This design comes from an exercise in tuning for small area, a short achievable clock period and few clock cycles per item on the open sky130 flow, not from production work. Only simulation tests tie the RTL to the original design; equivalence was not proved. Power and IR drop assume default switching activity.

Design rasterizer, start of the top module:
module rasterizer (
    input  wire        clk,
    input  wire        rst_n,
    input  wire [9:0]  v0_x,
    input  wire [9:0]  v0_y,
    input  wire [9:0]  v1_x,
    input  wire [9:0]  v1_y,
    input  wire [9:0]  v2_x,
    input  wire [9:0]  v2_y,
    input  wire [23:0] color,
    input  wire        start,
    output reg         busy,
    output reg         done,
    output reg  [18:0] fb_addr,
    output reg  [23:0] fb_data,
    output reg         fb_write
);
Settings: LEC_CHECK=0, CAP_MARGIN=20, CORE_MARGIN=2, CORE_UTILIZATION=60, CTS_CLUSTER_DIAMETER=80, CTS_CLUSTER_SIZE=25, SLEW_MARGIN=70, BUFFER_PORTS_ARGS=-buffer_cell sky130_fd_sc_hd__buf_1, DONT_USE_CELLS=sky130_fd_sc_hd__clkdlybuf4s15_1 sky130_fd_sc_hd__clkdlybuf4s15_2 sky130_fd_sc_hd__clkdlybuf4s18_1 sky130_fd_sc_hd__clkdlybuf4s18_2 sky130_fd_sc_hd__clkdlybuf4s25_1 sky130_fd_sc_hd__clkdlybuf4s25_2 sky130_fd_sc_hd__clkdlybuf4s50_1 sky130_fd_sc_hd__clkdlybuf4s50_2; clock period 16.0 ns.
standard.sh (not shown) runs the stock make flow with config.mk's settings and CLKGATE_MAP_FILE= SYNTH_SCRIPT=/design/flow/synth_recipe.tcl, a recipe that flattens the netlist after the stock synthesis.
==> flow/flow/run.sh <==
#!/bin/bash
# Layout flow: the standard flow (standard.sh). Synthesis runs unchanged;
# for the layout steps after it, two settings are added to config.mk:
#  - the port buffers use the smallest buffer cell (buf_1);
#  - the resizer does not use the clkdlybuf4s* delay buffers.
# ORFS logs each step under orfs/logs; make's output goes to synth.log and
# layout.log in the work folder.
set -euo pipefail
bash standard.sh synth > synth.log 2>&1
cat >> "$FLOW_CONFIG" <<'EOC'
export BUFFER_PORTS_ARGS = -buffer_cell sky130_fd_sc_hd__buf_1
export DONT_USE_CELLS = sky130_fd_sc_hd__clkdlybuf4s15_1 sky130_fd_sc_hd__clkdlybuf4s15_2 sky130_fd_sc_hd__clkdlybuf4s18_1 sky130_fd_sc_hd__clkdlybuf4s18_2 sky130_fd_sc_hd__clkdlybuf4s25_1 sky130_fd_sc_hd__clkdlybuf4s25_2 sky130_fd_sc_hd__clkdlybuf4s50_1 sky130_fd_sc_hd__clkdlybuf4s50_2
EOC
bash standard.sh > layout.log 2>&1
Testbench counts at the start, summed over its fixed seeds: cycles 554,091, triangles 2,400.
Rerun with:
--- a/flow/config.mk
+++ b/flow/config.mk
@@ -9,3 +9,3 @@
 export CORE_MARGIN = 2
-export CORE_UTILIZATION = 60
+export CORE_UTILIZATION = 55
 export CTS_CLUSTER_DIAMETER = 80
Total power climbs by 1.5%.
Die area increases by 8.9%.
Cell count came out higher by 1.1%.
Routed wire length stays flat.
Cell area increases by about 0.9%.
Rerun with:
--- a/flow/config.mk
+++ b/flow/config.mk
@@ -9,5 +9,3 @@
 export CORE_MARGIN = 2
-export CORE_UTILIZATION = 55
-export CTS_CLUSTER_DIAMETER = 80
-export CTS_CLUSTER_SIZE = 25
+export CORE_UTILIZATION = 60
 export SLEW_MARGIN = 70
What happened:
- non-clock buffer count goes down by 4
- worst hold slack gains 0.015 ns
- clock power goes up by 31%
- clock skew stays flat
- total power goes up by 5.8%
- critical path depth goes down by 1
- sequential power is about the same
Rerun with:
--- a/flow/config.mk
+++ b/flow/config.mk
@@ -9,3 +9,5 @@
 export CORE_MARGIN = 2
-export CORE_UTILIZATION = 60
+export CORE_UTILIZATION = 65
+export CTS_CLUSTER_DIAMETER = 80
+export CTS_CLUSTER_SIZE = 25
 export SLEW_MARGIN = 70
Count of clock-buffer cells in the layout is lower by 17.
Routed wire length is lower by about 1.3%.
Sequential power barely changes.
Register-to-register slack gets worse by 0.09 ns.
Rerun with:
==> flow/run.sh (new file) <==
#!/bin/bash
# synth_recipe.tcl (not shown) runs the flow's synth.tcl, then flattens the netlist and writes it again
# the make line also repeats each setting of config.mk as NAME=value (left out here)
make -C /OpenROAD-flow-scripts/flow DESIGN_CONFIG=/design/flow/config.mk WORK_HOME=/design/flow/orfs CLKGATE_MAP_FILE= SYNTH_SCRIPT=/design/flow/synth_recipe.tcl finish
==> flow/config.mk (replaced) <==
export PLATFORM = sky130hd
export DESIGN_NAME = rasterizer
export DESIGN_NICKNAME = rasterizer
export VERILOG_FILES = /design/flow/design.v
export SDC_FILE = /design/flow/constraint.sdc
export NUM_CORES = 8
export LEC_CHECK = 0
export CAP_MARGIN = 20
export CORE_MARGIN = 2
export CORE_UTILIZATION = 60
export CTS_CLUSTER_DIAMETER = 80
export CTS_CLUSTER_SIZE = 25
export SLEW_MARGIN = 70
removed: flow/flow/run.sh
removed: flow/standard.sh
What happened:
- total power grows slightly
- via count is about the same
- wire length fell by a few percent
- first-iteration DRC count drops by about a fifth
- hold slack is better by 0.0076 ns
- die area goes up by a little under a tenth

==> what the ideal ports hide <==
Ports are ideal in the flow. The routed layouts listed here were re-timed in OpenROAD. Step 1 (the two cells are an assumption about what drives the block):
set clk [get_ports {clk}]
set_driving_cell -lib_cell sky130_fd_sc_hd__clkbuf_16 $clk
set_driving_cell -lib_cell sky130_fd_sc_hd__buf_2 [delete_from_list [all_inputs] $clk]
Step 2 also shifts input and output timing later by t, the mid clock arrival at the registers, as if the neighbouring blocks saw the same clock. Slacks: no drivers / after step 1 / after step 2; pairs: no drivers / after step 1.
run	t (ns)	setup WS [ns]	worst data-port slew with drivers (ns)
the first run	0.567	11.575 / 11.605 / 11.039	0.05
the second run	0.587	11.521 / 11.521 / 11.073	0.05
the third run	0.614	11.595 / 11.595 / 11.047	0.05
the fourth run	0.551	11.505 / 11.505 / 11.079	0.05
the fifth run	0.571	11.207 / 11.236 / 10.665	0.05
After both steps setup and hold are still met in every run listed. The setup slack of the third run, which loses most, moves by 0.000 ns with the drivers and by -0.548 ns with both steps.
